Context: an optimization exercise on an open-source flow, tuned for small area, a short achievable clock period and few clock cycles. The choices shown serve that exercise and are no tape-out recipe. The RTL was checked by simulation tests, not by an equivalence proof against the original design. No activity file was given, so power comes from the tool's default toggle rates.

## design.v

```verilog
module keyvalue_3(
	input sys_rst,
	input [3:0] SEL_i,
	input ADR_IS_KEY_i,
	input DAT_IS_KEY_i,
	input [15:0] ADR_i,
	input [15:0] DAT_i,
	input WE_i,
	input STB_i,
	input CYC_i,
	output reg DUP_o,
	output reg STALL_o,
	output reg ACK_o,
	output reg [15:0] DAT_o,
	output [15:0] LA_o,
	input sys_clk,
	input sys_rst_1
);
reg [15:0] __main___storak0;
reg [15:0] __main___storak1;
reg [15:0] __main___storak2;
reg [15:0] __main___storak3;
reg [15:0] __main___storak4;
reg [15:0] __main___storak5;
reg [15:0] __main___storak6;
reg [15:0] __main___storak7;
reg [15:0] __main___storak8;
reg [15:0] __main___storak9;
reg [15:0] __main___storak10;
reg [15:0] __main___storak11;
reg [15:0] __main___storak12;
reg [15:0] __main___storak13;
reg [15:0] __main___storak14;
reg [15:0] __main___storak15;
reg [15:0] __main___storak16;
reg [15:0] __main___storak17;
reg [15:0] __main___storak18;
reg [15:0] __main___storak19;
reg [15:0] __main___storak20;
reg [15:0] __main___storak21;
reg [15:0] __main___storak22;
reg [15:0] __main___storak23;
reg [15:0] __main___storak24;
reg [15:0] __main___storak25;
reg [15:0] __main___storak26;
reg [15:0] __main___storak27;
reg [15:0] __main___storak28;
reg [15:0] __main___storak29;
reg [15:0] __main___storak30;
reg [15:0] __main___storak31;
reg [15:0] __main___storav0;
reg [15:0] __main___storav1;
reg [15:0] __main___storav2;
reg [15:0] __main___storav3;
reg [15:0] __main___storav4;
reg [15:0] __main___storav5;
reg [15:0] __main___storav6;
reg [15:0] __main___storav7;
reg [15:0] __main___storav8;
reg [15:0] __main___storav9;
reg [15:0] __main___storav10;
reg [15:0] __main___storav11;
reg [15:0] __main___storav12;
reg [15:0] __main___storav13;
reg [15:0] __main___storav14;
reg [15:0] __main___storav15;
reg [15:0] __main___storav16;
reg [15:0] __main___storav17;
reg [15:0] __main___storav18;
reg [15:0] __main___storav19;
reg [15:0] __main___storav20;
reg [15:0] __main___storav21;
reg [15:0] __main___storav22;
reg [15:0] __main___storav23;
reg [15:0] __main___storav24;
reg [15:0] __main___storav25;
reg [15:0] __main___storav26;
reg [15:0] __main___storav27;
reg [15:0] __main___storav28;
reg [15:0] __main___storav29;
reg [15:0] __main___storav30;
reg [15:0] __main___storav31;
reg [15:0] __main___empty_location;
(* fsm_encoding = "none" *) reg [1:0] convert_state;
reg [1:0] convert_next_state;
reg __main___STALL_o_next_value0;
reg __main___STALL_o_next_value_ce0;
reg [15:0] __main___empty_location_t_next_value;
reg __main___empty_location_t_next_value_ce;
reg __main___ACK_o_f_next_value;
reg __main___ACK_o_f_next_value_ce;
reg [15:0] __main___DAT_o_next_value1;
reg __main___DAT_o_next_value_ce1;
reg __main___DUP_o_next_value2;
reg __main___DUP_o_next_value_ce2;
reg [15:0] convert_next_value0;
reg convert_next_value_ce0;
reg [15:0] convert_next_value1;
reg convert_next_value_ce1;
reg [15:0] convert_t_next_value;
reg convert_t_next_value_ce;
reg [15:0] convert_f_next_value;
reg convert_f_next_value_ce;
reg [15:0] convert_comb_array_muxed;
reg [15:0] convert_sync_array_muxed0;
reg [15:0] convert_sync_array_muxed1;
reg [15:0] convert_sync_array_muxed2;
reg [15:0] convert_sync_array_muxed3;
assign LA_o = DAT_o;
always @(*) begin
	convert_next_state <= 2'd0;
	__main___STALL_o_next_value0 <= 1'd0;
	__main___STALL_o_next_value_ce0 <= 1'd0;
	__main___empty_location_t_next_value <= 16'd0;
	__main___empty_location_t_next_value_ce <= 1'd0;
	__main___ACK_o_f_next_value <= 1'd0;
	__main___ACK_o_f_next_value_ce <= 1'd0;
	__main___DAT_o_next_value1 <= 16'd0;
	__main___DAT_o_next_value_ce1 <= 1'd0;
	__main___DUP_o_next_value2 <= 1'd0;
	__main___DUP_o_next_value_ce2 <= 1'd0;
	convert_next_value0 <= 16'd0;
	convert_next_value_ce0 <= 1'd0;
	convert_next_value1 <= 16'd0;
	convert_next_value_ce1 <= 1'd0;
	convert_t_next_value <= 16'd0;
	convert_t_next_value_ce <= 1'd0;
	convert_f_next_value <= 16'd0;
	convert_f_next_value_ce <= 1'd0;
	convert_next_state <= convert_state;
	case (convert_state)
		1'd0: begin
			__main___STALL_o_next_value0 <= 1'd0;
			__main___STALL_o_next_value_ce0 <= 1'd1;
			if ((((STB_i == 1'd1) & (WE_i == 1'd0)) & (ACK_o == 1'd0))) begin
				convert_next_state <= 1'd1;
			end else begin
				if ((((STB_i == 1'd1) & (WE_i == 1'd1)) & (ACK_o == 1'd0))) begin
					convert_next_state <= 2'd2;
					if (ADR_IS_KEY_i) begin
						__main___empty_location_t_next_value <= (__main___empty_location + 1'd1);
						__main___empty_location_t_next_value_ce <= 1'd1;
					end
				end else begin
					__main___ACK_o_f_next_value <= 1'd0;
					__main___ACK_o_f_next_value_ce <= 1'd1;
					convert_next_state <= 1'd0;
				end
			end
		end
		1'd1: begin
			if ((ADR_IS_KEY_i == 1'd1)) begin
				if ((__main___storak1 == ADR_i)) begin
					__main___DAT_o_next_value1 <= __main___storav1;
					__main___DAT_o_next_value_ce1 <= 1'd1;
					__main___ACK_o_f_next_value <= 1'd1;
					__main___ACK_o_f_next_value_ce <= 1'd1;
					convert_next_state <= 1'd0;
				end
			end
			if ((DAT_i > 1'd0)) begin
				if ((__main___storav1 == DAT_i)) begin
					__main___DAT_o_next_value1 <= __main___storak1;
					__main___DAT_o_next_value_ce1 <= 1'd1;
					__main___ACK_o_f_next_value <= 1'd1;
					__main___ACK_o_f_next_value_ce <= 1'd1;
					convert_next_state <= 1'd0;
				end
			end
			if ((ADR_IS_KEY_i == 1'd1)) begin
				if ((__main___storak2 == ADR_i)) begin
					__main___DAT_o_next_value1 <= __main___storav2;
					__main___DAT_o_next_value_ce1 <= 1'd1;
					__main___ACK_o_f_next_value <= 1'd1;
					__main___ACK_o_f_next_value_ce <= 1'd1;
					convert_next_state <= 1'd0;
				end
			end
			if ((DAT_i > 1'd0)) begin
				if ((__main___storav2 == DAT_i)) begin
					__main___DAT_o_next_value1 <= __main___storak2;
					__main___DAT_o_next_value_ce1 <= 1'd1;
					__main___ACK_o_f_next_value <= 1'd1;
					__main___ACK_o_f_next_value_ce <= 1'd1;
					convert_next_state <= 1'd0;
				end
			end
			if ((ADR_IS_KEY_i == 1'd1)) begin
				if ((__main___storak3 == ADR_i)) begin
					__main___DAT_o_next_value1 <= __main___storav3;
					__main___DAT_o_next_value_ce1 <= 1'd1;
					__main___ACK_o_f_next_value <= 1'd1;
					__main___ACK_o_f_next_value_ce <= 1'd1;
					convert_next_state <= 1'd0;
				end
			end
			if ((DAT_i > 1'd0)) begin
				if ((__main___storav3 == DAT_i)) begin
					__main___DAT_o_next_value1 <= __main___storak3;
					__main___DAT_o_next_value_ce1 <= 1'd1;
					__main___ACK_o_f_next_value <= 1'd1;
					__main___ACK_o_f_next_value_ce <= 1'd1;
					convert_next_state <= 1'd0;
				end
			end
			if ((ADR_IS_KEY_i == 1'd1)) begin
				if ((__main___storak4 == ADR_i)) begin
					__main___DAT_o_next_value1 <= __main___storav4;
					__main___DAT_o_next_value_ce1 <= 1'd1;
					__main___ACK_o_f_next_value <= 1'd1;
					__main___ACK_o_f_next_value_ce <= 1'd1;
					convert_next_state <= 1'd0;
				end
			end
			if ((DAT_i > 1'd0)) begin
				if ((__main___storav4 == DAT_i)) begin
					__main___DAT_o_next_value1 <= __main___storak4;
					__main___DAT_o_next_value_ce1 <= 1'd1;
					__main___ACK_o_f_next_value <= 1'd1;
					__main___ACK_o_f_next_value_ce <= 1'd1;
					convert_next_state <= 1'd0;
				end
			end
			if ((ADR_IS_KEY_i == 1'd1)) begin
				if ((__main___storak5 == ADR_i)) begin
					__main___DAT_o_next_value1 <= __main___storav5;
					__main___DAT_o_next_value_ce1 <= 1'd1;
					__main___ACK_o_f_next_value <= 1'd1;
					__main___ACK_o_f_next_value_ce <= 1'd1;
					convert_next_state <= 1'd0;
				end
			end
			if ((DAT_i > 1'd0)) begin
				if ((__main___storav5 == DAT_i)) begin
					__main___DAT_o_next_value1 <= __main___storak5;
					__main___DAT_o_next_value_ce1 <= 1'd1;
					__main___ACK_o_f_next_value <= 1'd1;
					__main___ACK_o_f_next_value_ce <= 1'd1;
					convert_next_state <= 1'd0;
				end
			end
			if ((ADR_IS_KEY_i == 1'd1)) begin
				if ((__main___storak6 == ADR_i)) begin
					__main___DAT_o_next_value1 <= __main___storav6;
					__main___DAT_o_next_value_ce1 <= 1'd1;
					__main___ACK_o_f_next_value <= 1'd1;
					__main___ACK_o_f_next_value_ce <= 1'd1;
					convert_next_state <= 1'd0;
				end
			end
			if ((DAT_i > 1'd0)) begin
				if ((__main___storav6 == DAT_i)) begin
					__main___DAT_o_next_value1 <= __main___storak6;
					__main___DAT_o_next_value_ce1 <= 1'd1;
					__main___ACK_o_f_next_value <= 1'd1;
					__main___ACK_o_f_next_value_ce <= 1'd1;
					convert_next_state <= 1'd0;
				end
			end
			if ((ADR_IS_KEY_i == 1'd1)) begin
				if ((__main___storak7 == ADR_i)) begin
					__main___DAT_o_next_value1 <= __main___storav7;
					__main___DAT_o_next_value_ce1 <= 1'd1;
					__main___ACK_o_f_next_value <= 1'd1;
					__main___ACK_o_f_next_value_ce <= 1'd1;
					convert_next_state <= 1'd0;
				end
			end
			if ((DAT_i > 1'd0)) begin
				if ((__main___storav7 == DAT_i)) begin
					__main___DAT_o_next_value1 <= __main___storak7;
					__main___DAT_o_next_value_ce1 <= 1'd1;
					__main___ACK_o_f_next_value <= 1'd1;
					__main___ACK_o_f_next_value_ce <= 1'd1;
					convert_next_state <= 1'd0;
				end
			end
			if ((ADR_IS_KEY_i == 1'd1)) begin
				if ((__main___storak8 == ADR_i)) begin
					__main___DAT_o_next_value1 <= __main___storav8;
					__main___DAT_o_next_value_ce1 <= 1'd1;
					__main___ACK_o_f_next_value <= 1'd1;
					__main___ACK_o_f_next_value_ce <= 1'd1;
					convert_next_state <= 1'd0;
				end
			end
			if ((DAT_i > 1'd0)) begin
				if ((__main___storav8 == DAT_i)) begin
					__main___DAT_o_next_value1 <= __main___storak8;
					__main___DAT_o_next_value_ce1 <= 1'd1;
					__main___ACK_o_f_next_value <= 1'd1;
					__main___ACK_o_f_next_value_ce <= 1'd1;
					convert_next_state <= 1'd0;
				end
			end
			if ((ADR_IS_KEY_i == 1'd1)) begin
				if ((__main___storak9 == ADR_i)) begin
					__main___DAT_o_next_value1 <= __main___storav9;
					__main___DAT_o_next_value_ce1 <= 1'd1;
					__main___ACK_o_f_next_value <= 1'd1;
					__main___ACK_o_f_next_value_ce <= 1'd1;
					convert_next_state <= 1'd0;
				end
			end
			if ((DAT_i > 1'd0)) begin
				if ((__main___storav9 == DAT_i)) begin
					__main___DAT_o_next_value1 <= __main___storak9;
					__main___DAT_o_next_value_ce1 <= 1'd1;
					__main___ACK_o_f_next_value <= 1'd1;
					__main___ACK_o_f_next_value_ce <= 1'd1;
					convert_next_state <= 1'd0;
				end
			end
			if ((ADR_IS_KEY_i == 1'd1)) begin
				if ((__main___storak10 == ADR_i)) begin
					__main___DAT_o_next_value1 <= __main___storav10;
					__main___DAT_o_next_value_ce1 <= 1'd1;
					__main___ACK_o_f_next_value <= 1'd1;
					__main___ACK_o_f_next_value_ce <= 1'd1;
					convert_next_state <= 1'd0;
				end
			end
			if ((DAT_i > 1'd0)) begin
				if ((__main___storav10 == DAT_i)) begin
					__main___DAT_o_next_value1 <= __main___storak10;
					__main___DAT_o_next_value_ce1 <= 1'd1;
					__main___ACK_o_f_next_value <= 1'd1;
					__main___ACK_o_f_next_value_ce <= 1'd1;
					convert_next_state <= 1'd0;
				end
			end
			if ((ADR_IS_KEY_i == 1'd1)) begin
				if ((__main___storak11 == ADR_i)) begin
					__main___DAT_o_next_value1 <= __main___storav11;
					__main___DAT_o_next_value_ce1 <= 1'd1;
					__main___ACK_o_f_next_value <= 1'd1;
					__main___ACK_o_f_next_value_ce <= 1'd1;
					convert_next_state <= 1'd0;
				end
			end
			if ((DAT_i > 1'd0)) begin
				if ((__main___storav11 == DAT_i)) begin
					__main___DAT_o_next_value1 <= __main___storak11;
					__main___DAT_o_next_value_ce1 <= 1'd1;
					__main___ACK_o_f_next_value <= 1'd1;
					__main___ACK_o_f_next_value_ce <= 1'd1;
					convert_next_state <= 1'd0;
				end
			end
			if ((ADR_IS_KEY_i == 1'd1)) begin
				if ((__main___storak12 == ADR_i)) begin
					__main___DAT_o_next_value1 <= __main___storav12;
					__main___DAT_o_next_value_ce1 <= 1'd1;
					__main___ACK_o_f_next_value <= 1'd1;
					__main___ACK_o_f_next_value_ce <= 1'd1;
					convert_next_state <= 1'd0;
				end
			end
			if ((DAT_i > 1'd0)) begin
				if ((__main___storav12 == DAT_i)) begin
					__main___DAT_o_next_value1 <= __main___storak12;
					__main___DAT_o_next_value_ce1 <= 1'd1;
					__main___ACK_o_f_next_value <= 1'd1;
					__main___ACK_o_f_next_value_ce <= 1'd1;
					convert_next_state <= 1'd0;
				end
			end
			if ((ADR_IS_KEY_i == 1'd1)) begin
				if ((__main___storak13 == ADR_i)) begin
					__main___DAT_o_next_value1 <= __main___storav13;
					__main___DAT_o_next_value_ce1 <= 1'd1;
					__main___ACK_o_f_next_value <= 1'd1;
					__main___ACK_o_f_next_value_ce <= 1'd1;
					convert_next_state <= 1'd0;
				end
			end
			if ((DAT_i > 1'd0)) begin
				if ((__main___storav13 == DAT_i)) begin
					__main___DAT_o_next_value1 <= __main___storak13;
					__main___DAT_o_next_value_ce1 <= 1'd1;
					__main___ACK_o_f_next_value <= 1'd1;
					__main___ACK_o_f_next_value_ce <= 1'd1;
					convert_next_state <= 1'd0;
				end
			end
			if ((ADR_IS_KEY_i == 1'd1)) begin
				if ((__main___storak14 == ADR_i)) begin
					__main___DAT_o_next_value1 <= __main___storav14;
					__main___DAT_o_next_value_ce1 <= 1'd1;
					__main___ACK_o_f_next_value <= 1'd1;
					__main___ACK_o_f_next_value_ce <= 1'd1;
					convert_next_state <= 1'd0;
				end
			end
			if ((DAT_i > 1'd0)) begin
				if ((__main___storav14 == DAT_i)) begin
					__main___DAT_o_next_value1 <= __main___storak14;
					__main___DAT_o_next_value_ce1 <= 1'd1;
					__main___ACK_o_f_next_value <= 1'd1;
					__main___ACK_o_f_next_value_ce <= 1'd1;
					convert_next_state <= 1'd0;
				end
			end
			if ((ADR_IS_KEY_i == 1'd1)) begin
				if ((__main___storak15 == ADR_i)) begin
					__main___DAT_o_next_value1 <= __main___storav15;
					__main___DAT_o_next_value_ce1 <= 1'd1;
					__main___ACK_o_f_next_value <= 1'd1;
					__main___ACK_o_f_next_value_ce <= 1'd1;
					convert_next_state <= 1'd0;
				end
			end
			if ((DAT_i > 1'd0)) begin
				if ((__main___storav15 == DAT_i)) begin
					__main___DAT_o_next_value1 <= __main___storak15;
					__main___DAT_o_next_value_ce1 <= 1'd1;
					__main___ACK_o_f_next_value <= 1'd1;
					__main___ACK_o_f_next_value_ce <= 1'd1;
					convert_next_state <= 1'd0;
				end
			end
			if ((ADR_IS_KEY_i == 1'd1)) begin
				if ((__main___storak16 == ADR_i)) begin
					__main___DAT_o_next_value1 <= __main___storav16;
					__main___DAT_o_next_value_ce1 <= 1'd1;
					__main___ACK_o_f_next_value <= 1'd1;
					__main___ACK_o_f_next_value_ce <= 1'd1;
					convert_next_state <= 1'd0;
				end
			end
			if ((DAT_i > 1'd0)) begin
				if ((__main___storav16 == DAT_i)) begin
					__main___DAT_o_next_value1 <= __main___storak16;
					__main___DAT_o_next_value_ce1 <= 1'd1;
					__main___ACK_o_f_next_value <= 1'd1;
					__main___ACK_o_f_next_value_ce <= 1'd1;
					convert_next_state <= 1'd0;
				end
			end
			if ((ADR_IS_KEY_i == 1'd1)) begin
				if ((__main___storak17 == ADR_i)) begin
					__main___DAT_o_next_value1 <= __main___storav17;
					__main___DAT_o_next_value_ce1 <= 1'd1;
					__main___ACK_o_f_next_value <= 1'd1;
					__main___ACK_o_f_next_value_ce <= 1'd1;
					convert_next_state <= 1'd0;
				end
			end
			if ((DAT_i > 1'd0)) begin
				if ((__main___storav17 == DAT_i)) begin
					__main___DAT_o_next_value1 <= __main___storak17;
					__main___DAT_o_next_value_ce1 <= 1'd1;
					__main___ACK_o_f_next_value <= 1'd1;
					__main___ACK_o_f_next_value_ce <= 1'd1;
					convert_next_state <= 1'd0;
				end
			end
			if ((ADR_IS_KEY_i == 1'd1)) begin
				if ((__main___storak18 == ADR_i)) begin
					__main___DAT_o_next_value1 <= __main___storav18;
					__main___DAT_o_next_value_ce1 <= 1'd1;
					__main___ACK_o_f_next_value <= 1'd1;
					__main___ACK_o_f_next_value_ce <= 1'd1;
					convert_next_state <= 1'd0;
				end
			end
			if ((DAT_i > 1'd0)) begin
				if ((__main___storav18 == DAT_i)) begin
					__main___DAT_o_next_value1 <= __main___storak18;
					__main___DAT_o_next_value_ce1 <= 1'd1;
					__main___ACK_o_f_next_value <= 1'd1;
					__main___ACK_o_f_next_value_ce <= 1'd1;
					convert_next_state <= 1'd0;
				end
			end
			if ((ADR_IS_KEY_i == 1'd1)) begin
				if ((__main___storak19 == ADR_i)) begin
					__main___DAT_o_next_value1 <= __main___storav19;
					__main___DAT_o_next_value_ce1 <= 1'd1;
					__main___ACK_o_f_next_value <= 1'd1;
					__main___ACK_o_f_next_value_ce <= 1'd1;
					convert_next_state <= 1'd0;
				end
			end
			if ((DAT_i > 1'd0)) begin
				if ((__main___storav19 == DAT_i)) begin
					__main___DAT_o_next_value1 <= __main___storak19;
					__main___DAT_o_next_value_ce1 <= 1'd1;
					__main___ACK_o_f_next_value <= 1'd1;
					__main___ACK_o_f_next_value_ce <= 1'd1;
					convert_next_state <= 1'd0;
				end
			end
			if ((ADR_IS_KEY_i == 1'd1)) begin
				if ((__main___storak20 == ADR_i)) begin
					__main___DAT_o_next_value1 <= __main___storav20;
					__main___DAT_o_next_value_ce1 <= 1'd1;
					__main___ACK_o_f_next_value <= 1'd1;
					__main___ACK_o_f_next_value_ce <= 1'd1;
					convert_next_state <= 1'd0;
				end
			end
			if ((DAT_i > 1'd0)) begin
				if ((__main___storav20 == DAT_i)) begin
					__main___DAT_o_next_value1 <= __main___storak20;
					__main___DAT_o_next_value_ce1 <= 1'd1;
					__main___ACK_o_f_next_value <= 1'd1;
					__main___ACK_o_f_next_value_ce <= 1'd1;
					convert_next_state <= 1'd0;
				end
			end
			if ((ADR_IS_KEY_i == 1'd1)) begin
				if ((__main___storak21 == ADR_i)) begin
					__main___DAT_o_next_value1 <= __main___storav21;
					__main___DAT_o_next_value_ce1 <= 1'd1;
					__main___ACK_o_f_next_value <= 1'd1;
					__main___ACK_o_f_next_value_ce <= 1'd1;
					convert_next_state <= 1'd0;
				end
			end
			if ((DAT_i > 1'd0)) begin
				if ((__main___storav21 == DAT_i)) begin
					__main___DAT_o_next_value1 <= __main___storak21;
					__main___DAT_o_next_value_ce1 <= 1'd1;
					__main___ACK_o_f_next_value <= 1'd1;
					__main___ACK_o_f_next_value_ce <= 1'd1;
					convert_next_state <= 1'd0;
				end
			end
			if ((ADR_IS_KEY_i == 1'd1)) begin
				if ((__main___storak22 == ADR_i)) begin
					__main___DAT_o_next_value1 <= __main___storav22;
					__main___DAT_o_next_value_ce1 <= 1'd1;
					__main___ACK_o_f_next_value <= 1'd1;
					__main___ACK_o_f_next_value_ce <= 1'd1;
					convert_next_state <= 1'd0;
				end
			end
			if ((DAT_i > 1'd0)) begin
				if ((__main___storav22 == DAT_i)) begin
					__main___DAT_o_next_value1 <= __main___storak22;
					__main___DAT_o_next_value_ce1 <= 1'd1;
					__main___ACK_o_f_next_value <= 1'd1;
					__main___ACK_o_f_next_value_ce <= 1'd1;
					convert_next_state <= 1'd0;
				end
			end
			if ((ADR_IS_KEY_i == 1'd1)) begin
				if ((__main___storak23 == ADR_i)) begin
					__main___DAT_o_next_value1 <= __main___storav23;
					__main___DAT_o_next_value_ce1 <= 1'd1;
					__main___ACK_o_f_next_value <= 1'd1;
					__main___ACK_o_f_next_value_ce <= 1'd1;
					convert_next_state <= 1'd0;
				end
			end
			if ((DAT_i > 1'd0)) begin
				if ((__main___storav23 == DAT_i)) begin
					__main___DAT_o_next_value1 <= __main___storak23;
					__main___DAT_o_next_value_ce1 <= 1'd1;
					__main___ACK_o_f_next_value <= 1'd1;
					__main___ACK_o_f_next_value_ce <= 1'd1;
					convert_next_state <= 1'd0;
				end
			end
			if ((ADR_IS_KEY_i == 1'd1)) begin
				if ((__main___storak24 == ADR_i)) begin
					__main___DAT_o_next_value1 <= __main___storav24;
					__main___DAT_o_next_value_ce1 <= 1'd1;
					__main___ACK_o_f_next_value <= 1'd1;
					__main___ACK_o_f_next_value_ce <= 1'd1;
					convert_next_state <= 1'd0;
				end
			end
			if ((DAT_i > 1'd0)) begin
				if ((__main___storav24 == DAT_i)) begin
					__main___DAT_o_next_value1 <= __main___storak24;
					__main___DAT_o_next_value_ce1 <= 1'd1;
					__main___ACK_o_f_next_value <= 1'd1;
					__main___ACK_o_f_next_value_ce <= 1'd1;
					convert_next_state <= 1'd0;
				end
			end
			if ((ADR_IS_KEY_i == 1'd1)) begin
				if ((__main___storak25 == ADR_i)) begin
					__main___DAT_o_next_value1 <= __main___storav25;
					__main___DAT_o_next_value_ce1 <= 1'd1;
					__main___ACK_o_f_next_value <= 1'd1;
					__main___ACK_o_f_next_value_ce <= 1'd1;
					convert_next_state <= 1'd0;
				end
			end
			if ((DAT_i > 1'd0)) begin
				if ((__main___storav25 == DAT_i)) begin
					__main___DAT_o_next_value1 <= __main___storak25;
					__main___DAT_o_next_value_ce1 <= 1'd1;
					__main___ACK_o_f_next_value <= 1'd1;
					__main___ACK_o_f_next_value_ce <= 1'd1;
					convert_next_state <= 1'd0;
				end
			end
			if ((ADR_IS_KEY_i == 1'd1)) begin
				if ((__main___storak26 == ADR_i)) begin
					__main___DAT_o_next_value1 <= __main___storav26;
					__main___DAT_o_next_value_ce1 <= 1'd1;
					__main___ACK_o_f_next_value <= 1'd1;
					__main___ACK_o_f_next_value_ce <= 1'd1;
					convert_next_state <= 1'd0;
				end
			end
			if ((DAT_i > 1'd0)) begin
				if ((__main___storav26 == DAT_i)) begin
					__main___DAT_o_next_value1 <= __main___storak26;
					__main___DAT_o_next_value_ce1 <= 1'd1;
					__main___ACK_o_f_next_value <= 1'd1;
					__main___ACK_o_f_next_value_ce <= 1'd1;
					convert_next_state <= 1'd0;
				end
			end
			if ((ADR_IS_KEY_i == 1'd1)) begin
				if ((__main___storak27 == ADR_i)) begin
					__main___DAT_o_next_value1 <= __main___storav27;
					__main___DAT_o_next_value_ce1 <= 1'd1;
					__main___ACK_o_f_next_value <= 1'd1;
					__main___ACK_o_f_next_value_ce <= 1'd1;
					convert_next_state <= 1'd0;
				end
			end
			if ((DAT_i > 1'd0)) begin
				if ((__main___storav27 == DAT_i)) begin
					__main___DAT_o_next_value1 <= __main___storak27;
					__main___DAT_o_next_value_ce1 <= 1'd1;
					__main___ACK_o_f_next_value <= 1'd1;
					__main___ACK_o_f_next_value_ce <= 1'd1;
					convert_next_state <= 1'd0;
				end
			end
			if ((ADR_IS_KEY_i == 1'd1)) begin
				if ((__main___storak28 == ADR_i)) begin
					__main___DAT_o_next_value1 <= __main___storav28;
					__main___DAT_o_next_value_ce1 <= 1'd1;
					__main___ACK_o_f_next_value <= 1'd1;
					__main___ACK_o_f_next_value_ce <= 1'd1;
					convert_next_state <= 1'd0;
				end
			end
			if ((DAT_i > 1'd0)) begin
				if ((__main___storav28 == DAT_i)) begin
					__main___DAT_o_next_value1 <= __main___storak28;
					__main___DAT_o_next_value_ce1 <= 1'd1;
					__main___ACK_o_f_next_value <= 1'd1;
					__main___ACK_o_f_next_value_ce <= 1'd1;
					convert_next_state <= 1'd0;
				end
			end
			if ((ADR_IS_KEY_i == 1'd1)) begin
				if ((__main___storak29 == ADR_i)) begin
					__main___DAT_o_next_value1 <= __main___storav29;
					__main___DAT_o_next_value_ce1 <= 1'd1;
					__main___ACK_o_f_next_value <= 1'd1;
					__main___ACK_o_f_next_value_ce <= 1'd1;
					convert_next_state <= 1'd0;
				end
			end
			if ((DAT_i > 1'd0)) begin
				if ((__main___storav29 == DAT_i)) begin
					__main___DAT_o_next_value1 <= __main___storak29;
					__main___DAT_o_next_value_ce1 <= 1'd1;
					__main___ACK_o_f_next_value <= 1'd1;
					__main___ACK_o_f_next_value_ce <= 1'd1;
					convert_next_state <= 1'd0;
				end
			end
			if ((ADR_IS_KEY_i == 1'd1)) begin
				if ((__main___storak30 == ADR_i)) begin
					__main___DAT_o_next_value1 <= __main___storav30;
					__main___DAT_o_next_value_ce1 <= 1'd1;
					__main___ACK_o_f_next_value <= 1'd1;
					__main___ACK_o_f_next_value_ce <= 1'd1;
					convert_next_state <= 1'd0;
				end
			end
			if ((DAT_i > 1'd0)) begin
				if ((__main___storav30 == DAT_i)) begin
					__main___DAT_o_next_value1 <= __main___storak30;
					__main___DAT_o_next_value_ce1 <= 1'd1;
					__main___ACK_o_f_next_value <= 1'd1;
					__main___ACK_o_f_next_value_ce <= 1'd1;
					convert_next_state <= 1'd0;
				end
			end
			if ((ADR_IS_KEY_i == 1'd1)) begin
				if ((__main___storak31 == ADR_i)) begin
					__main___DAT_o_next_value1 <= __main___storav31;
					__main___DAT_o_next_value_ce1 <= 1'd1;
					__main___ACK_o_f_next_value <= 1'd1;
					__main___ACK_o_f_next_value_ce <= 1'd1;
					convert_next_state <= 1'd0;
				end
			end
			if ((DAT_i > 1'd0)) begin
				if ((__main___storav31 == DAT_i)) begin
					__main___DAT_o_next_value1 <= __main___storak31;
					__main___DAT_o_next_value_ce1 <= 1'd1;
					__main___ACK_o_f_next_value <= 1'd1;
					__main___ACK_o_f_next_value_ce <= 1'd1;
					convert_next_state <= 1'd0;
				end
			end
			if ((ADR_IS_KEY_i == 1'd0)) begin
				if ((ADR_i == 1'd0)) begin
					if ((DAT_i == 1'd0)) begin
						__main___ACK_o_f_next_value <= 1'd1;
						__main___ACK_o_f_next_value_ce <= 1'd1;
						__main___DUP_o_next_value2 <= 1'd1;
						__main___DUP_o_next_value_ce2 <= 1'd1;
						__main___DAT_o_next_value1 <= 1'sd1;
						__main___DAT_o_next_value_ce1 <= 1'd1;
					end
				end else begin
					__main___DAT_o_next_value1 <= convert_comb_array_muxed;
					__main___DAT_o_next_value_ce1 <= 1'd1;
					__main___ACK_o_f_next_value <= 1'd1;
					__main___ACK_o_f_next_value_ce <= 1'd1;
					convert_next_state <= 1'd0;
				end
			end
			if ((sys_rst == 1'd1)) begin
				convert_next_state <= 2'd3;
			end
		end
		2'd2: begin
			if (ADR_IS_KEY_i) begin
				convert_next_value0 <= DAT_i;
				convert_next_value_ce0 <= 1'd1;
				convert_next_value1 <= ADR_i;
				convert_next_value_ce1 <= 1'd1;
				__main___DAT_o_next_value1 <= __main___empty_location;
				__main___DAT_o_next_value_ce1 <= 1'd1;
			end else begin
				if (DAT_IS_KEY_i) begin
					convert_t_next_value <= DAT_i;
					convert_t_next_value_ce <= 1'd1;
					__main___DAT_o_next_value1 <= ADR_i;
					__main___DAT_o_next_value_ce1 <= 1'd1;
				end else begin
					convert_f_next_value <= DAT_i;
					convert_f_next_value_ce <= 1'd1;
					__main___DAT_o_next_value1 <= ADR_i;
					__main___DAT_o_next_value_ce1 <= 1'd1;
				end
			end
			__main___ACK_o_f_next_value <= 1'd1;
			__main___ACK_o_f_next_value_ce <= 1'd1;
			convert_next_state <= 1'd0;
			if ((sys_rst == 1'd1)) begin
				convert_next_state <= 2'd3;
			end else begin
				convert_next_state <= 1'd0;
			end
		end
		default: begin
			convert_next_state <= 1'd0;
		end
	endcase
end
always @(*) begin
	convert_comb_array_muxed <= 16'd0;
	case (ADR_i)
		1'd0: begin
			convert_comb_array_muxed <= __main___storav0;
		end
		1'd1: begin
			convert_comb_array_muxed <= __main___storav1;
		end
		2'd2: begin
			convert_comb_array_muxed <= __main___storav2;
		end
		2'd3: begin
			convert_comb_array_muxed <= __main___storav3;
		end
		3'd4: begin
			convert_comb_array_muxed <= __main___storav4;
		end
		3'd5: begin
			convert_comb_array_muxed <= __main___storav5;
		end
		3'd6: begin
			convert_comb_array_muxed <= __main___storav6;
		end
		3'd7: begin
			convert_comb_array_muxed <= __main___storav7;
		end
		4'd8: begin
			convert_comb_array_muxed <= __main___storav8;
		end
		4'd9: begin
			convert_comb_array_muxed <= __main___storav9;
		end
		4'd10: begin
			convert_comb_array_muxed <= __main___storav10;
		end
		4'd11: begin
			convert_comb_array_muxed <= __main___storav11;
		end
		4'd12: begin
			convert_comb_array_muxed <= __main___storav12;
		end
		4'd13: begin
			convert_comb_array_muxed <= __main___storav13;
		end
		4'd14: begin
			convert_comb_array_muxed <= __main___storav14;
		end
		4'd15: begin
			convert_comb_array_muxed <= __main___storav15;
		end
		5'd16: begin
			convert_comb_array_muxed <= __main___storav16;
		end
		5'd17: begin
			convert_comb_array_muxed <= __main___storav17;
		end
		5'd18: begin
			convert_comb_array_muxed <= __main___storav18;
		end
		5'd19: begin
			convert_comb_array_muxed <= __main___storav19;
		end
		5'd20: begin
			convert_comb_array_muxed <= __main___storav20;
		end
		5'd21: begin
			convert_comb_array_muxed <= __main___storav21;
		end
		5'd22: begin
			convert_comb_array_muxed <= __main___storav22;
		end
		5'd23: begin
			convert_comb_array_muxed <= __main___storav23;
		end
		5'd24: begin
			convert_comb_array_muxed <= __main___storav24;
		end
		5'd25: begin
			convert_comb_array_muxed <= __main___storav25;
		end
		5'd26: begin
			convert_comb_array_muxed <= __main___storav26;
		end
		5'd27: begin
			convert_comb_array_muxed <= __main___storav27;
		end
		5'd28: begin
			convert_comb_array_muxed <= __main___storav28;
		end
		5'd29: begin
			convert_comb_array_muxed <= __main___storav29;
		end
		5'd30: begin
			convert_comb_array_muxed <= __main___storav30;
		end
		default: begin
			convert_comb_array_muxed <= __main___storav31;
		end
	endcase
end
always @(posedge sys_clk) begin
	convert_state <= convert_next_state;
	if (__main___STALL_o_next_value_ce0) begin
		STALL_o <= __main___STALL_o_next_value0;
	end
	if (__main___empty_location_t_next_value_ce) begin
		__main___empty_location <= __main___empty_location_t_next_value;
	end
	if (__main___ACK_o_f_next_value_ce) begin
		ACK_o <= __main___ACK_o_f_next_value;
	end
	if (__main___DAT_o_next_value_ce1) begin
		DAT_o <= __main___DAT_o_next_value1;
	end
	if (__main___DUP_o_next_value_ce2) begin
		DUP_o <= __main___DUP_o_next_value2;
	end
	if (convert_next_value_ce0) begin
		convert_sync_array_muxed0 = convert_next_value0;
		case (__main___empty_location)
			1'd0: begin
				__main___storav0 <= convert_sync_array_muxed0;
			end
			1'd1: begin
				__main___storav1 <= convert_sync_array_muxed0;
			end
			2'd2: begin
				__main___storav2 <= convert_sync_array_muxed0;
			end
			2'd3: begin
				__main___storav3 <= convert_sync_array_muxed0;
			end
			3'd4: begin
				__main___storav4 <= convert_sync_array_muxed0;
			end
			3'd5: begin
				__main___storav5 <= convert_sync_array_muxed0;
			end
			3'd6: begin
				__main___storav6 <= convert_sync_array_muxed0;
			end
			3'd7: begin
				__main___storav7 <= convert_sync_array_muxed0;
			end
			4'd8: begin
				__main___storav8 <= convert_sync_array_muxed0;
			end
			4'd9: begin
				__main___storav9 <= convert_sync_array_muxed0;
			end
			4'd10: begin
				__main___storav10 <= convert_sync_array_muxed0;
			end
			4'd11: begin
				__main___storav11 <= convert_sync_array_muxed0;
			end
			4'd12: begin
				__main___storav12 <= convert_sync_array_muxed0;
			end
			4'd13: begin
				__main___storav13 <= convert_sync_array_muxed0;
			end
			4'd14: begin
				__main___storav14 <= convert_sync_array_muxed0;
			end
			4'd15: begin
				__main___storav15 <= convert_sync_array_muxed0;
			end
			5'd16: begin
				__main___storav16 <= convert_sync_array_muxed0;
			end
			5'd17: begin
				__main___storav17 <= convert_sync_array_muxed0;
			end
			5'd18: begin
				__main___storav18 <= convert_sync_array_muxed0;
			end
			5'd19: begin
				__main___storav19 <= convert_sync_array_muxed0;
			end
			5'd20: begin
				__main___storav20 <= convert_sync_array_muxed0;
			end
			5'd21: begin
				__main___storav21 <= convert_sync_array_muxed0;
			end
			5'd22: begin
				__main___storav22 <= convert_sync_array_muxed0;
			end
			5'd23: begin
				__main___storav23 <= convert_sync_array_muxed0;
			end
			5'd24: begin
				__main___storav24 <= convert_sync_array_muxed0;
			end
			5'd25: begin
				__main___storav25 <= convert_sync_array_muxed0;
			end
			5'd26: begin
				__main___storav26 <= convert_sync_array_muxed0;
			end
			5'd27: begin
				__main___storav27 <= convert_sync_array_muxed0;
			end
			5'd28: begin
				__main___storav28 <= convert_sync_array_muxed0;
			end
			5'd29: begin
				__main___storav29 <= convert_sync_array_muxed0;
			end
			5'd30: begin
				__main___storav30 <= convert_sync_array_muxed0;
			end
			default: begin
				__main___storav31 <= convert_sync_array_muxed0;
			end
		endcase
	end
	if (convert_next_value_ce1) begin
		convert_sync_array_muxed1 = convert_next_value1;
		case (__main___empty_location)
			1'd0: begin
				__main___storak0 <= convert_sync_array_muxed1;
			end
			1'd1: begin
				__main___storak1 <= convert_sync_array_muxed1;
			end
			2'd2: begin
				__main___storak2 <= convert_sync_array_muxed1;
			end
			2'd3: begin
				__main___storak3 <= convert_sync_array_muxed1;
			end
			3'd4: begin
				__main___storak4 <= convert_sync_array_muxed1;
			end
			3'd5: begin
				__main___storak5 <= convert_sync_array_muxed1;
			end
			3'd6: begin
				__main___storak6 <= convert_sync_array_muxed1;
			end
			3'd7: begin
				__main___storak7 <= convert_sync_array_muxed1;
			end
			4'd8: begin
				__main___storak8 <= convert_sync_array_muxed1;
			end
			4'd9: begin
				__main___storak9 <= convert_sync_array_muxed1;
			end
			4'd10: begin
				__main___storak10 <= convert_sync_array_muxed1;
			end
			4'd11: begin
				__main___storak11 <= convert_sync_array_muxed1;
			end
			4'd12: begin
				__main___storak12 <= convert_sync_array_muxed1;
			end
			4'd13: begin
				__main___storak13 <= convert_sync_array_muxed1;
			end
			4'd14: begin
				__main___storak14 <= convert_sync_array_muxed1;
			end
			4'd15: begin
				__main___storak15 <= convert_sync_array_muxed1;
			end
			5'd16: begin
				__main___storak16 <= convert_sync_array_muxed1;
			end
			5'd17: begin
				__main___storak17 <= convert_sync_array_muxed1;
			end
			5'd18: begin
				__main___storak18 <= convert_sync_array_muxed1;
			end
			5'd19: begin
				__main___storak19 <= convert_sync_array_muxed1;
			end
			5'd20: begin
				__main___storak20 <= convert_sync_array_muxed1;
			end
			5'd21: begin
				__main___storak21 <= convert_sync_array_muxed1;
			end
			5'd22: begin
				__main___storak22 <= convert_sync_array_muxed1;
			end
			5'd23: begin
				__main___storak23 <= convert_sync_array_muxed1;
			end
			5'd24: begin
				__main___storak24 <= convert_sync_array_muxed1;
			end
			5'd25: begin
				__main___storak25 <= convert_sync_array_muxed1;
			end
			5'd26: begin
				__main___storak26 <= convert_sync_array_muxed1;
			end
			5'd27: begin
				__main___storak27 <= convert_sync_array_muxed1;
			end
			5'd28: begin
				__main___storak28 <= convert_sync_array_muxed1;
			end
			5'd29: begin
				__main___storak29 <= convert_sync_array_muxed1;
			end
			5'd30: begin
				__main___storak30 <= convert_sync_array_muxed1;
			end
			default: begin
				__main___storak31 <= convert_sync_array_muxed1;
			end
		endcase
	end
	if (convert_t_next_value_ce) begin
		convert_sync_array_muxed2 = convert_t_next_value;
		case (ADR_i)
			1'd0: begin
				__main___storak0 <= convert_sync_array_muxed2;
			end
			1'd1: begin
				__main___storak1 <= convert_sync_array_muxed2;
			end
			2'd2: begin
				__main___storak2 <= convert_sync_array_muxed2;
			end
			2'd3: begin
				__main___storak3 <= convert_sync_array_muxed2;
			end
			3'd4: begin
				__main___storak4 <= convert_sync_array_muxed2;
			end
			3'd5: begin
				__main___storak5 <= convert_sync_array_muxed2;
			end
			3'd6: begin
				__main___storak6 <= convert_sync_array_muxed2;
			end
			3'd7: begin
				__main___storak7 <= convert_sync_array_muxed2;
			end
			4'd8: begin
				__main___storak8 <= convert_sync_array_muxed2;
			end
			4'd9: begin
				__main___storak9 <= convert_sync_array_muxed2;
			end
			4'd10: begin
				__main___storak10 <= convert_sync_array_muxed2;
			end
			4'd11: begin
				__main___storak11 <= convert_sync_array_muxed2;
			end
			4'd12: begin
				__main___storak12 <= convert_sync_array_muxed2;
			end
			4'd13: begin
				__main___storak13 <= convert_sync_array_muxed2;
			end
			4'd14: begin
				__main___storak14 <= convert_sync_array_muxed2;
			end
			4'd15: begin
				__main___storak15 <= convert_sync_array_muxed2;
			end
			5'd16: begin
				__main___storak16 <= convert_sync_array_muxed2;
			end
			5'd17: begin
				__main___storak17 <= convert_sync_array_muxed2;
			end
			5'd18: begin
				__main___storak18 <= convert_sync_array_muxed2;
			end
			5'd19: begin
				__main___storak19 <= convert_sync_array_muxed2;
			end
			5'd20: begin
				__main___storak20 <= convert_sync_array_muxed2;
			end
			5'd21: begin
				__main___storak21 <= convert_sync_array_muxed2;
			end
			5'd22: begin
				__main___storak22 <= convert_sync_array_muxed2;
			end
			5'd23: begin
				__main___storak23 <= convert_sync_array_muxed2;
			end
			5'd24: begin
				__main___storak24 <= convert_sync_array_muxed2;
			end
			5'd25: begin
				__main___storak25 <= convert_sync_array_muxed2;
			end
			5'd26: begin
				__main___storak26 <= convert_sync_array_muxed2;
			end
			5'd27: begin
				__main___storak27 <= convert_sync_array_muxed2;
			end
			5'd28: begin
				__main___storak28 <= convert_sync_array_muxed2;
			end
			5'd29: begin
				__main___storak29 <= convert_sync_array_muxed2;
			end
			5'd30: begin
				__main___storak30 <= convert_sync_array_muxed2;
			end
			default: begin
				__main___storak31 <= convert_sync_array_muxed2;
			end
		endcase
	end
	if (convert_f_next_value_ce) begin
		convert_sync_array_muxed3 = convert_f_next_value;
		case (ADR_i)
			1'd0: begin
				__main___storav0 <= convert_sync_array_muxed3;
			end
			1'd1: begin
				__main___storav1 <= convert_sync_array_muxed3;
			end
			2'd2: begin
				__main___storav2 <= convert_sync_array_muxed3;
			end
			2'd3: begin
				__main___storav3 <= convert_sync_array_muxed3;
			end
			3'd4: begin
				__main___storav4 <= convert_sync_array_muxed3;
			end
			3'd5: begin
				__main___storav5 <= convert_sync_array_muxed3;
			end
			3'd6: begin
				__main___storav6 <= convert_sync_array_muxed3;
			end
			3'd7: begin
				__main___storav7 <= convert_sync_array_muxed3;
			end
			4'd8: begin
				__main___storav8 <= convert_sync_array_muxed3;
			end
			4'd9: begin
				__main___storav9 <= convert_sync_array_muxed3;
			end
			4'd10: begin
				__main___storav10 <= convert_sync_array_muxed3;
			end
			4'd11: begin
				__main___storav11 <= convert_sync_array_muxed3;
			end
			4'd12: begin
				__main___storav12 <= convert_sync_array_muxed3;
			end
			4'd13: begin
				__main___storav13 <= convert_sync_array_muxed3;
			end
			4'd14: begin
				__main___storav14 <= convert_sync_array_muxed3;
			end
			4'd15: begin
				__main___storav15 <= convert_sync_array_muxed3;
			end
			5'd16: begin
				__main___storav16 <= convert_sync_array_muxed3;
			end
			5'd17: begin
				__main___storav17 <= convert_sync_array_muxed3;
			end
			5'd18: begin
				__main___storav18 <= convert_sync_array_muxed3;
			end
			5'd19: begin
				__main___storav19 <= convert_sync_array_muxed3;
			end
			5'd20: begin
				__main___storav20 <= convert_sync_array_muxed3;
			end
			5'd21: begin
				__main___storav21 <= convert_sync_array_muxed3;
			end
			5'd22: begin
				__main___storav22 <= convert_sync_array_muxed3;
			end
			5'd23: begin
				__main___storav23 <= convert_sync_array_muxed3;
			end
			5'd24: begin
				__main___storav24 <= convert_sync_array_muxed3;
			end
			5'd25: begin
				__main___storav25 <= convert_sync_array_muxed3;
			end
			5'd26: begin
				__main___storav26 <= convert_sync_array_muxed3;
			end
			5'd27: begin
				__main___storav27 <= convert_sync_array_muxed3;
			end
			5'd28: begin
				__main___storav28 <= convert_sync_array_muxed3;
			end
			5'd29: begin
				__main___storav29 <= convert_sync_array_muxed3;
			end
			5'd30: begin
				__main___storav30 <= convert_sync_array_muxed3;
			end
			default: begin
				__main___storav31 <= convert_sync_array_muxed3;
			end
		endcase
	end
	if (sys_rst_1) begin
		DUP_o <= 1'd0;
		STALL_o <= 1'd0;
		ACK_o <= 1'd0;
		DAT_o <= 16'd0;
		__main___storak0 <= 16'd0;
		__main___storak1 <= 16'd0;
		__main___storak2 <= 16'd0;
		__main___storak3 <= 16'd0;
		__main___storak4 <= 16'd0;
		__main___storak5 <= 16'd0;
		__main___storak6 <= 16'd0;
		__main___storak7 <= 16'd0;
		__main___storak8 <= 16'd0;
		__main___storak9 <= 16'd0;
		__main___storak10 <= 16'd0;
		__main___storak11 <= 16'd0;
		__main___storak12 <= 16'd0;
		__main___storak13 <= 16'd0;
		__main___storak14 <= 16'd0;
		__main___storak15 <= 16'd0;
		__main___storak16 <= 16'd0;
		__main___storak17 <= 16'd0;
		__main___storak18 <= 16'd0;
		__main___storak19 <= 16'd0;
		__main___storak20 <= 16'd0;
		__main___storak21 <= 16'd0;
		__main___storak22 <= 16'd0;
		__main___storak23 <= 16'd0;
		__main___storak24 <= 16'd0;
		__main___storak25 <= 16'd0;
		__main___storak26 <= 16'd0;
		__main___storak27 <= 16'd0;
		__main___storak28 <= 16'd0;
		__main___storak29 <= 16'd0;
		__main___storak30 <= 16'd0;
		__main___storak31 <= 16'd0;
		__main___storav0 <= 16'd0;
		__main___storav1 <= 16'd0;
		__main___storav2 <= 16'd0;
		__main___storav3 <= 16'd0;
		__main___storav4 <= 16'd0;
		__main___storav5 <= 16'd0;
		__main___storav6 <= 16'd0;
		__main___storav7 <= 16'd0;
		__main___storav8 <= 16'd0;
		__main___storav9 <= 16'd0;
		__main___storav10 <= 16'd0;
		__main___storav11 <= 16'd0;
		__main___storav12 <= 16'd0;
		__main___storav13 <= 16'd0;
		__main___storav14 <= 16'd0;
		__main___storav15 <= 16'd0;
		__main___storav16 <= 16'd0;
		__main___storav17 <= 16'd0;
		__main___storav18 <= 16'd0;
		__main___storav19 <= 16'd0;
		__main___storav20 <= 16'd0;
		__main___storav21 <= 16'd0;
		__main___storav22 <= 16'd0;
		__main___storav23 <= 16'd0;
		__main___storav24 <= 16'd0;
		__main___storav25 <= 16'd0;
		__main___storav26 <= 16'd0;
		__main___storav27 <= 16'd0;
		__main___storav28 <= 16'd0;
		__main___storav29 <= 16'd0;
		__main___storav30 <= 16'd0;
		__main___storav31 <= 16'd0;
		__main___empty_location <= 16'd1;
		convert_state <= 2'd3;
	end
end
endmodule
```

## run.sh

```bash
#!/bin/bash
# synth_recipe.tcl (not shown) runs the flow's synth.tcl, then flattens the netlist and writes it again
# the make line also repeats each setting of config.mk as NAME=value (left out here)
make -C /OpenROAD-flow-scripts/flow DESIGN_CONFIG=/design/flow/config.mk WORK_HOME=/design/flow/orfs CLKGATE_MAP_FILE= SYNTH_SCRIPT=/design/flow/synth_recipe.tcl finish
```

## config.mk

```make
export PLATFORM = sky130hd
export DESIGN_NAME = keyvalue_3
export DESIGN_NICKNAME = keyvalue_3
export VERILOG_FILES = /design/flow/design.v
export SDC_FILE = /design/flow/constraint.sdc
export NUM_CORES = 4
export LEC_CHECK = 0
export CAP_MARGIN = 20
export CORE_MARGIN = 2
export CORE_UTILIZATION = 30
export SLEW_MARGIN = 20
```

## constraint.sdc

```tcl
create_clock -name core_clock -period 10.0 [get_ports {sys_clk}]
set_input_delay 2.0000 -clock core_clock [delete_from_list [all_inputs] [get_ports {sys_clk}]]
set_output_delay 2.0000 -clock core_clock [all_outputs]
set_load 0.01 [all_outputs]
```

==> reports/qor.yml <==
outcome: "finished clean"
synth_area_um2: 69800
relSlewSlack_pct: 14.0
final_area_um2: 78900
use_met1_pct: 58.5
hold_class: "reg -> reg"
synthFlopType: "dfxtp_1"
io_pins: 79
dieArea_um2: 236000
final_core_utilization_pct: 34.0
vias: 79000
grt_pass1_vias: 70800
ir_worst_vdd_mv: 0.101
post_route_cells_drive_above_1_share_pct: 9.76
grt_max_degree: 130
cts_resized: 0
synth.area.top_cells: "dfxtp_1, nand2_1, xnor2_1"
dp_hpwl_mm: 393
portBuffers: 72
synth_edf_count: 0
worst_clock_skew_ns: 0.0379
worstMarginPinSlew_ns: 1.26
routed_wirelength_mm: 522
hold_viol: 0
die_h_um: 486
root_buffer: "clkbuf_16"
layout_min_cycle_time_ns: 7.89
met3_usage_pct: 10.2
syn_inst: 9204
busiest_layer: "met2"
use_met2_pct: 59.8
ys_ff_latch: 1028
cp-end-kind: "register"
fin_setup_tns_ns: 0
cts_tree: "built"
fp.dieW_um: 486
clock_sinks: 1028
h-tree-depth: 4
synth_top_area_share_pct: 29.5
required_ns: 10.67
holdWs_ns: 0.510
async_flop_share_pct: 0
antenna_found_initial: 72
syn_avg_cell_area_um2: 7.58
setup_viol: 0
powerDensity_nw_per_um2: 132
dr.pass1.iters: 9
rsz0062_at_grt: "no"
grt_use_total_pct: 42.4
finalCritPeriodShare_pct: 78.9
post_dp_cell_area_um2: 74100
yosys_warnings: 1
cts_buffer_depth: 3
drcViolationCount: 0
timing.final.ws_setup_ns: 2.11
synth-seq-area-share_pct: 29.5
arrival_ns: 8.57
leakage_uw: 0.0278
initial_utilization_pct: 30.1
crit_path_max_fanout: 27
yosys.area.top_type: "dfxtp_1"
overflow: 0
netlist-cell-type-count: 99
postRouteAntennaNets: 0
drtIter0Drc: 13300
core-area_um2: 232000
clk_latency_ns: 0.85
row_count: 177
grt_pass1_wl_mm: 684
cts_hold_buf: 0
critPathKind: "in -> reg"
max_freq_mhz: 127
vias_per_cell: 6.50
syn_nets: 9256
cts_setup_buffers: 0
area_growth_pct: 13.1
numCtsBuffers: 137
path_clk_slew_ns: 0.06
maxCapViolCount: 0
final_max_slew_viol_count: 0
gp_congestion: 1.07
fin_nets: 9033
place_ws_ns: 1.60
wl_per_cell_um: 42.9
startpoint_type: "input port"
synth_stat cells, drive strengths merged (115+ instances only):
cell	n
a211oi	525
a21oi	749
a221oi	115
buf	284
clkbuf	612
dfxtp	1028
mux2i	501
nand2	1512
nand3	186
nand4	220
nor2	851
nor3	130
nor4	182
o21ai	255
xnor2	606
xor2	400
path summary, 6_finish.rpt:
path / from / end / slack, ns / cells past startpoint
worst max-delay path: ADR_i[5] / DAT_o[14]$_SDFFE_PP0P_ / 2.11 / 17
worst min-delay path: __main___storav31[5]$_SDFF_PP0_ / __main___storav31[5]$_SDFF_PP0_ / 0.51 / 2
worst max register to register: __main___storav19[9]$_SDFF_PP0_ / DAT_o[2]$_SDFFE_PP0P_ / 3.66 / 15
worst min register to register: __main___storav31[5]$_SDFF_PP0_ / __main___storav31[5]$_SDFF_PP0_ / 0.51 / 2
per-stage QoR:
step / instances / power (uW)
floorplan: 9204 / 4790
global placement: 11900 / 5220
detailed placement: 11900 / 5220
CTS: 12100 / 10400
global route: 12100 / 10600
finish: 12200 / 10400
report_power, final:
group	total [uW]	switching (uW)	internal (uW)
registers	4150	37.7	4110
clock network	5230	2270	2970
logic	1020	751	272
logic make-up after synthesis:
logic type | after synthesis | synth area share [%]
buffers and inverters | 960 | 6.43
AOI/OAI and AO/OA | 2250 | 21.5
other | 1 | 0.00538
DFF | 1028 | 29.5
xor gates and xnor gates | 1006 | 12.6
muxes | 522 | 7.53
and+or+nand+nor | 3429 | 22.2
adders and majority gates | 8 | 0.143
per-layer routing:
metal	share of wire, %	wire length (um)	up-vias
li1	-	-	32400
met1	42	220000	39700
met2	40	210000	5658
met3	11	56400	1182
met4	6.8	35400	32
met5	0.040	208	-
cell usage in the layout, fill, tap and decap left out, drive strengths merged, types with 16 or more instances in the layout:
cell type,instances
nand2,1512
dfxtp,1028
nor2,851
a21oi,749
xnor2,606
a211oi,525
mux2i,501
buf,496
xor2,400
o21ai,255
nand4,220
clkbuf,189
nand3,186
nor4,182
nor3,130
a221oi,115
a22oi,88
a22o,80
inv,73
o211ai,64
or4,58
and3,57
and2,52
or3,50
clkdlybuf4s50,38
o221ai,36
nand2b,35
a31oi,35
a2111oi,34
clkinv,32
o2111ai,31
a311oi,28
a21o,27
mux2,21
diode,20
nor3b,18
o21a,17
o22ai,17
o31ai,16
critical path: stages:
cell and delay (ns):
buf_4 0.62, buf_4 0.67, xor2_1 0.14, nor4_1 0.31
nand2_1 0.17, or4_1 0.87, buf_4 0.38, mux2_2 0.42
nor4_1 0.74, nand2_1 0.10, nor4_1 0.65, a211oi_1 0.16
buf_4 0.21, o41ai_2 0.36, buf_4 0.27, a31o_1 0.23
a211oi_1 0.09
cell type report:
cell class	count	area, um^2
antenna	20	50.0
clock inverter	60	662
multi-input combinational	7216	45100
sequential	1028	20600
clock buffer	189	3920
tap	3043	3810
timing repair buffer	534	4550
fill	24500	153000
inverter	64	240
Testbench counts, summed over its fixed seeds: cycles 36,008.

## re-timing with driven ports
How much do the figures lean on ideal ports? The routed layout below was timed once more, with nothing changed but the port constraints.
Step 1 assumes that a clkbuf_16 drives the clock port and a buf_2 every other input.
Step 2 times the ports against the registers' clock, not the clock port: input delays grow and output delays shrink by t, the midpoint of the rising clock arrivals with the driver on.
Three values: no drivers, after step 1, after step 2; two values: the first two.
shift t [ns]: 0.937
setup slack, ns: 2.107 / 2.184 / 1.247
worst setup path at the end: input to register
cell pins on the clock port's net: 1
After both steps this run still meets setup and hold. The setup slack of this run moves by +0.077 ns with the drivers and by -0.860 ns with both steps.
